What follows belongs to an exercise in optimizing a design on an open flow for small area, a short achievable clock period and few clock cycles per item; a production flow would make more cautious choices. Function was checked by simulation only, so behaviour that the tests miss may differ from the original. The flow treats the clock pin as an ideal source. Dropping or thinning the clock tree relies on that and would not hold on a real chip. Power is estimated from default activity; no workload was simulated.

Setup of job 6785:
## LBP
module LBP (
	input  clk,
	input  reset,
	output reg [13:0] gray_addr,
	output reg        gray_req,
	input             gray_ready,
	input      [7:0]  gray_data,
	output reg        lbp_valid,
	output reg [13:0] lbp_addr,
	output reg [7:0]  lbp_data,
	output reg        finish
);
Settings: LEC_CHECK=0, CAP_MARGIN=20, CORE_MARGIN=2, CORE_UTILIZATION=60, SETUP_SLACK_MARGIN=2.5, SLEW_MARGIN=20; clock period 4.0 ns.
standard.sh (not shown) runs the stock make flow with config.mk's settings and CLKGATE_MAP_FILE= SYNTH_SCRIPT=/design/flow/synth_recipe.tcl, a recipe that flattens the netlist after the stock synthesis.
==> flow/flow/run.sh <==
#!/bin/bash
# Standard layout with custom clock tree synthesis arguments.
set -euo pipefail
bash standard.sh finish "CTS_ARGS=-sink_clustering_enable -repair_clock_nets -root_buf sky130_fd_sc_hd__clkbuf_16 -buf_list sky130_fd_sc_hd__clkbuf_8 -sink_clustering_size 30 -sink_clustering_levels 1 -dont_use_dummy_load" > standard_flow.log 2>&1
In summary, job 6785 completed successfully, with a layout that passed the timing, design-rule and antenna checks.
Testbench counts of job 6785, summed over its fixed seeds: cycles 344,080, images 16.
Relative to job 6785, the following input files were edited for job 6344:
==> flow/flow/run.sh <==
#!/bin/bash
# Standard layout with custom clock tree synthesis arguments.
set -euo pipefail
bash standard.sh finish "CTS_ARGS=-sink_clustering_enable -repair_clock_nets -root_buf sky130_fd_sc_hd__clkbuf_16 -buf_list sky130_fd_sc_hd__clkbuf_16 -sink_clustering_size 40 -sink_clustering_max_diameter 200 -dont_use_dummy_load" > standard_flow.log 2>&1
Job 6344 vs. job 6785: power picked up an extra about 15%; overall global routing resource usage neither gained nor lost much; power per standard cell area picked up an extra about 12%.
Diff job 6785 -> job 6344: final area rose by 3.3%; clock-pin slew of the registers on the worst-case setup and hold paths now smaller; non-clock buffer share of cell area did not really move.
Timing, DRC, antenna: 0 failures across job 6344 and job 6785
Delta (job 6344 minus job 6785): sequential share of layout area now smaller, worst setup slack moved down.
Run comparison: job 6344 capturing element of the worst setup path gray_addr[9]; job 6785 capturing element of the worst setup path lbp_addr[2]
Modified inputs, job 9542 compared to job 6344
==> flow/run.sh (new file) <==
#!/bin/bash
# synth_recipe.tcl (not shown) runs the flow's synth.tcl, then flattens the netlist and writes it again
# the make line also repeats each setting of config.mk as NAME=value (left out here)
make -C /OpenROAD-flow-scripts/flow DESIGN_CONFIG=/design/flow/config.mk WORK_HOME=/design/flow/orfs CLKGATE_MAP_FILE= SYNTH_SCRIPT=/design/flow/synth_recipe.tcl finish
diff --git a/flow/config.mk b/flow/config.mk
--- a/flow/config.mk
+++ b/flow/config.mk
@@ -9,4 +9,5 @@
 export CORE_MARGIN = 2
 export CORE_UTILIZATION = 60
+export CTS_BUF_LIST = sky130_fd_sc_hd__clkbuf_8
 export SETUP_SLACK_MARGIN = 2.5
 export SLEW_MARGIN = 20
removed: flow/flow/run.sh
removed: flow/standard.sh
--- outcome ---
The higher share of the cycle needed by the critical path after routing came out of job 9542.
The run showing the smaller worst hold slack is job 6344.
Clock network area share, job 6344 and job 9542: higher on job 6344
Fraction of area in multi-input gates: job 9542 lower than job 6344
Job 9542 -> job 6344: sum of negative setup slack delta 0, exact match
The flow did not stop early for job 9542: all stages ran, and the layout cleared the timing, design-rule and antenna checks.

========
Another version of the RTL of LBP (not shown whole).
Size in the first run: ~460 cells after synthesis, ~140 flip-flops, ~0.0044 sq mm of cells after synthesis.
Settings: LEC_CHECK=0, ABC_AREA=1, CAP_MARGIN=20, CORE_MARGIN=2, CORE_UTILIZATION=60, SETUP_SLACK_MARGIN=2.55, SLEW_MARGIN=20; clock period 4.0 ns.
==> flow/flow/run.sh <==
#!/bin/bash
# The standard layout, with plain buf_1 port buffers and a two-level
# inverter clock tree: after CTS, flow/mytree2.tcl replaces the tree with
# N1 first-level inverters fed from the clock port and N2 second-level
# inverters, each driving one cluster of flip-flops. Timing repair then
# runs after global routing as usual.
set -euo pipefail
HERE=$(pwd)
bash standard.sh finish \
  "BUFFER_PORTS_ARGS=-buffer_cell sky130_fd_sc_hd__buf_1" \
  "SKIP_CTS_REPAIR_TIMING=1" \
  "POST_CTS_TCL=$HERE/flow/mytree2.tcl" \
  "MYTREE_N1=4" "MYTREE_N2=8"  > standard_flow.log 2>&1
Other scripts of this flow, unchanged in this note and not shown: flow/flow/mytree2.tcl
Testbench counts at the start, summed over its fixed seeds: cycles 344,080, images 16.
==> next run, changes <==
Settings changed: SETUP_SLACK_MARGIN 2.55 to 2.45.
Result: Maximum frequency goes down by 3.1%; total power falls by 0.68%; setup slack degrades by 48 ps; final area goes down by 4.3%; register-to-register slack degrades by 60 ps; routed wire length came out lower by 8.1%; flip-flop and latch count stays the same.
No run of this note takes its clock network from TritonCTS; it comes from the design's own scripts or RTL.

========
Setup of build 83:
The RTL this note starts from:
==> flow/design.v <==
`timescale 1ns/10ps
module LBP (
	input  clk,
	input  reset,
	output reg [13:0] gray_addr,
	output reg        gray_req,
	input             gray_ready,
	input      [7:0]  gray_data,
	output reg        lbp_valid,
	output reg [13:0] lbp_addr,
	output reg [7:0]  lbp_data,
	output reg        finish
);
	localparam H = 8;            
	wire [6:0] row = gray_addr[13:7];
	wire [6:0] col = gray_addr[6:0];
	reg  [2:0] s;                
	reg        endc;             
	reg        ends;             
	reg        last;             
	wire [6:0] row_step = {{4{endc}}, {2{ends}}, 1'b1};
	always @(posedge clk) begin
		if (reset) begin
			gray_req  <= 1'b0;
			lbp_valid <= 1'b0;
			finish    <= 1'b0;
		end else begin
			gray_req  <= gray_ready & ~finish & ~(gray_req & last);
			lbp_valid <= gray_req & (s >= 3'd2) & (col >= 7'd2);
			if (gray_req & last) finish <= 1'b1;
		end
	end
	always @(posedge clk) begin
		if (gray_req) begin
			{gray_addr[6:0], s} <= {col, s} + 10'd1;
			gray_addr[13:7] <= row + row_step;
		end else begin
			{gray_addr, s} <= 17'd0;
		end
	end
	always @(posedge clk) begin
		endc <= (s == 3'd6);
		ends <= (s == 3'd6) & (col == 7'd127);
		last <= (s == 3'd6) & (col == 7'd127) & (row == 7'd126);
	end
	reg [7:0] d [0:H];
	integer i;
	always @(posedge clk) begin
		d[0] <= gray_data;
		for (i = 1; i <= H; i = i + 1) d[i] <= d[i-1];
	end
	function [1:0] tcmp;
		input [7:0] a, b;
		reg [7:0] g, e;
		reg [3:0] g2, e2;
		reg [1:0] g4, e4;
		integer k;
		begin
			g = a & ~b; e = ~(a ^ b);
			for (k = 0; k < 4; k = k + 1) begin
				g2[k] = g[2*k+1] | (e[2*k+1] & g[2*k]);
				e2[k] = e[2*k+1] & e[2*k];
			end
			for (k = 0; k < 2; k = k + 1) begin
				g4[k] = g2[2*k+1] | (e2[2*k+1] & g2[2*k]);
				e4[k] = e2[2*k+1] & e2[2*k];
			end
			tcmp = {g4[1] | (e4[1] & g4[0]), e4[1] & e4[0]};
		end
	endfunction
	wire [7:0] c = d[H];
	wire [1:0] r_dg = tcmp(gray_data, c), r_hz = tcmp(d[0], c);
	wire [1:0] r_ad = tcmp(d[1], c),      r_vt = tcmp(d[H-1], c);
	wire ge_dg = r_dg[1] | r_dg[0],  le_dg = ~r_dg[1];
	wire ge_hz = r_hz[1] | r_hz[0],  le_hz = ~r_hz[1];
	wire ge_ad = r_ad[1] | r_ad[0],  le_ad = ~r_ad[1];
	wire ge_vt = r_vt[1] | r_vt[0],  le_vt = ~r_vt[1];
	reg [H:0]   q_dg;    
	reg [H-1:0] q_hz;
	reg [H-2:0] q_ad;
	reg         q_vt;
	always @(posedge clk) begin
		q_dg <= {q_dg[H-1:0], le_dg};
		q_hz <= {q_hz[H-2:0], le_hz};
		q_ad <= {q_ad[H-3:0], le_ad};
		q_vt <= le_vt;
	end
	always @(posedge clk) begin
		lbp_addr <= {row - 7'd1, col - 7'd1};
		lbp_data <= {ge_dg, ge_vt, q_ad[H-2], ge_hz, q_hz[H-1], ge_ad, q_vt, q_dg[H]};
	end
endmodule
export LEC_CHECK = 0
export CAP_MARGIN = 20
export CORE_MARGIN = 2
export CORE_UTILIZATION = 40
export CTS_BUF_LIST = sky130_fd_sc_hd__clkbuf_8
export SETUP_SLACK_MARGIN = 2.5
export SLEW_MARGIN = 20
create_clock -name core_clock -period 4.0 [get_ports {clk}]
run.sh (not shown) runs the stock make flow with config.mk's settings and CLKGATE_MAP_FILE= SYNTH_SCRIPT=/design/flow/synth_recipe.tcl, a recipe that flattens the netlist after the stock synthesis.
Stock flow here: none of the scripts above is used.
Build 83 | status: complete | timing, DRC, antenna: pass
Testbench counts of build 83, summed over its fixed seeds: cycles 344,080, images 16.
Input-level comparison between build 78 and build 83:
- CORE_UTILIZATION changed from 40 to 60
- SETUP_SLACK_MARGIN changed from 2.5 to 2.0
- CTS_BUF_LIST removed (was sky130_fd_sc_hd__clkbuf_8)
==> flow/flow/run.sh (new file) <==
#!/bin/bash
# Standard layout with custom clock tree synthesis arguments.
set -euo pipefail
bash standard.sh finish "CTS_ARGS=-sink_clustering_enable -repair_clock_nets -root_buf sky130_fd_sc_hd__clkbuf_16 -buf_list sky130_fd_sc_hd__clkbuf_8 -sink_clustering_size 30 -sink_clustering_levels 1 -dont_use_dummy_load" > standard_flow.log 2>&1
==> flow/standard.sh (new file) <==
#!/bin/bash
# synth_recipe.tcl (not shown) runs the flow's synth.tcl, then flattens the netlist and writes it again
# the make line also repeats each setting of config.mk as NAME=value (left out here)
make -C /OpenROAD-flow-scripts/flow DESIGN_CONFIG=/design/flow/config.mk WORK_HOME=/design/flow/orfs CLKGATE_MAP_FILE= SYNTH_SCRIPT=/design/flow/synth_recipe.tcl "${@:-finish}"
removed: flow/run.sh
[compare] base=build 83 new=build 78: largest voltage drop on the vdd net climbed 0.13 mV, met3 track demand over resource in global routing climbed 2.2 points.
For the clock latency on the worst-skew pair, build 78 came in 70 ps lower than build 83 did.
Comparing build 83 against build 78, there is no change at all in compound-cell area share of the yosys netlist.
Row critical-path maximum fanout: build 78 higher / build 83 lower
Compare build 78 and build 83 | post-route worst hold slack higher: build 83
In the flow results for build 78 and build 83, the setup slack is smaller on build 78.
Build 83 → build 78: via count now smaller; worst setup skew after layout now larger; first-iteration DRC count now smaller; die outline height now smaller.
What build 16 does differently from build 78 at the input level:
- SETUP_SLACK_MARGIN changed from 2.0 to 2.35
==> flow/flow/run.sh <==
#!/bin/bash
# Standard layout, with custom clock tree synthesis arguments and port
# buffer cell.
set -euo pipefail
bash standard.sh finish "CTS_ARGS=-sink_clustering_enable -repair_clock_nets -root_buf sky130_fd_sc_hd__clkbuf_16 -buf_list sky130_fd_sc_hd__clkbuf_8 -sink_clustering_size 30 -sink_clustering_levels 1 -dont_use_dummy_load" "BUFFER_PORTS_ARGS=-buffer_cell sky130_fd_sc_hd__buf_2" > standard_flow.log 2>&1
==> notes.md <==
- Comparing build 78 and build 16, the lower growth of design area from synthesis to finish is on build 16.
- NOTE: post-place instance area in build 16 falls short of that of build 78
- Leftover overflow at the end of global routing: build 78 vs build 16 — no meaningful difference
- Build 78 -> build 16: remaining design rule violation count flat
- The wire length on build 16 is in line with that on build 78.
- Filler cell count: higher on build 16
- Cmp build 16 vs build 78: cell area lower in build 16
- Min net switching component of the power across build 78 and build 16: build 16
- Reported for build 78 and build 16, number of signal-net inverters in the final layout turned out identical to the last digit.
The inputs of build 33 differ from those of build 16 as listed below.
- CORE_UTILIZATION changed from 60 to 75
==> flow/flow/run.sh <==
#!/bin/bash
# Standard layout, with custom clock tree synthesis arguments and port
# buffer cell.
set -euo pipefail
bash standard.sh finish "CTS_ARGS=-sink_clustering_enable -repair_clock_nets -root_buf sky130_fd_sc_hd__clkbuf_16 -buf_list sky130_fd_sc_hd__clkbuf_8 -sink_clustering_size 30 -sink_clustering_levels 1 -dont_use_dummy_load" "BUFFER_PORTS_ARGS=-buffer_cell sky130_fd_sc_hd__buf_1" > standard_flow.log 2>&1
## What came out
Summary of build 33 over build 16: delay of the slowest cell on the worst path rose 40 ps; detailed-route vias per instance rose by 17%; clock skew lower; switching share of power went up by 1.5 points; global-route usage rose by 12 points. Final worst setup slack: build 33 < build 16. Run comparison: build 16 start-to-end type of the worst setup path register to output pin; build 33 start-to-end type of the worst setup path register to register.

separate check: timing with driven ports:
No port has a modelled driver above. Below, the same layouts with a new extraction and two added sets of constraints. Step 1 (the two cells are an assumption about what drives the block):
set clk [get_ports {clk}]
set_driving_cell -lib_cell sky130_fd_sc_hd__clkbuf_16 $clk
set_driving_cell -lib_cell sky130_fd_sc_hd__buf_2 [delete_from_list [all_inputs] $clk]
Step 2 adds t to the input delays and takes it off the output delays; t is the mean of the earliest and latest rising clock arrival at the registers after step 1. Input paths then give back, and output paths get back, about the clock's delay inside the block. a / b / c = ideal / step 1 / step 2; a / b = the first two.
run	t (ns)	slack for setup (ns)	worst setup path after step 2	worst register clock-pin slew, ns
job 6785	0.375	2.374 / 2.341 / 2.143	input to register	0.07 / 0.07
job 6344	0.424	2.343 / 2.308 / 2.133	input to register	0.06 / 0.06
job 9542	0.449	2.302 / 2.273 / 2.080	input to register	0.08 / 0.08
the first run of note 2	0.248	2.524 / 2.381 / 2.425	input to register	0.09 / 0.09
the second run of note 2	0.252	2.476 / 2.333 / 2.404	input to register	0.10 / 0.10
build 83	0.451	2.228 / 2.196 / 2.070	input to register	0.08 / 0.08
build 78	0.377	2.065 / 2.031 / 1.746	input to register	0.07 / 0.07
build 16	0.385	2.380 / 2.346 / 2.100	input to register	0.09 / 0.09
build 33	0.385	2.352 / 2.328 / 2.120	input to register	0.07 / 0.07
After both steps setup and hold are still met in every run listed. The setup slack of build 78, which loses most, moves by -0.034 ns with the drivers and by -0.319 ns with both steps.
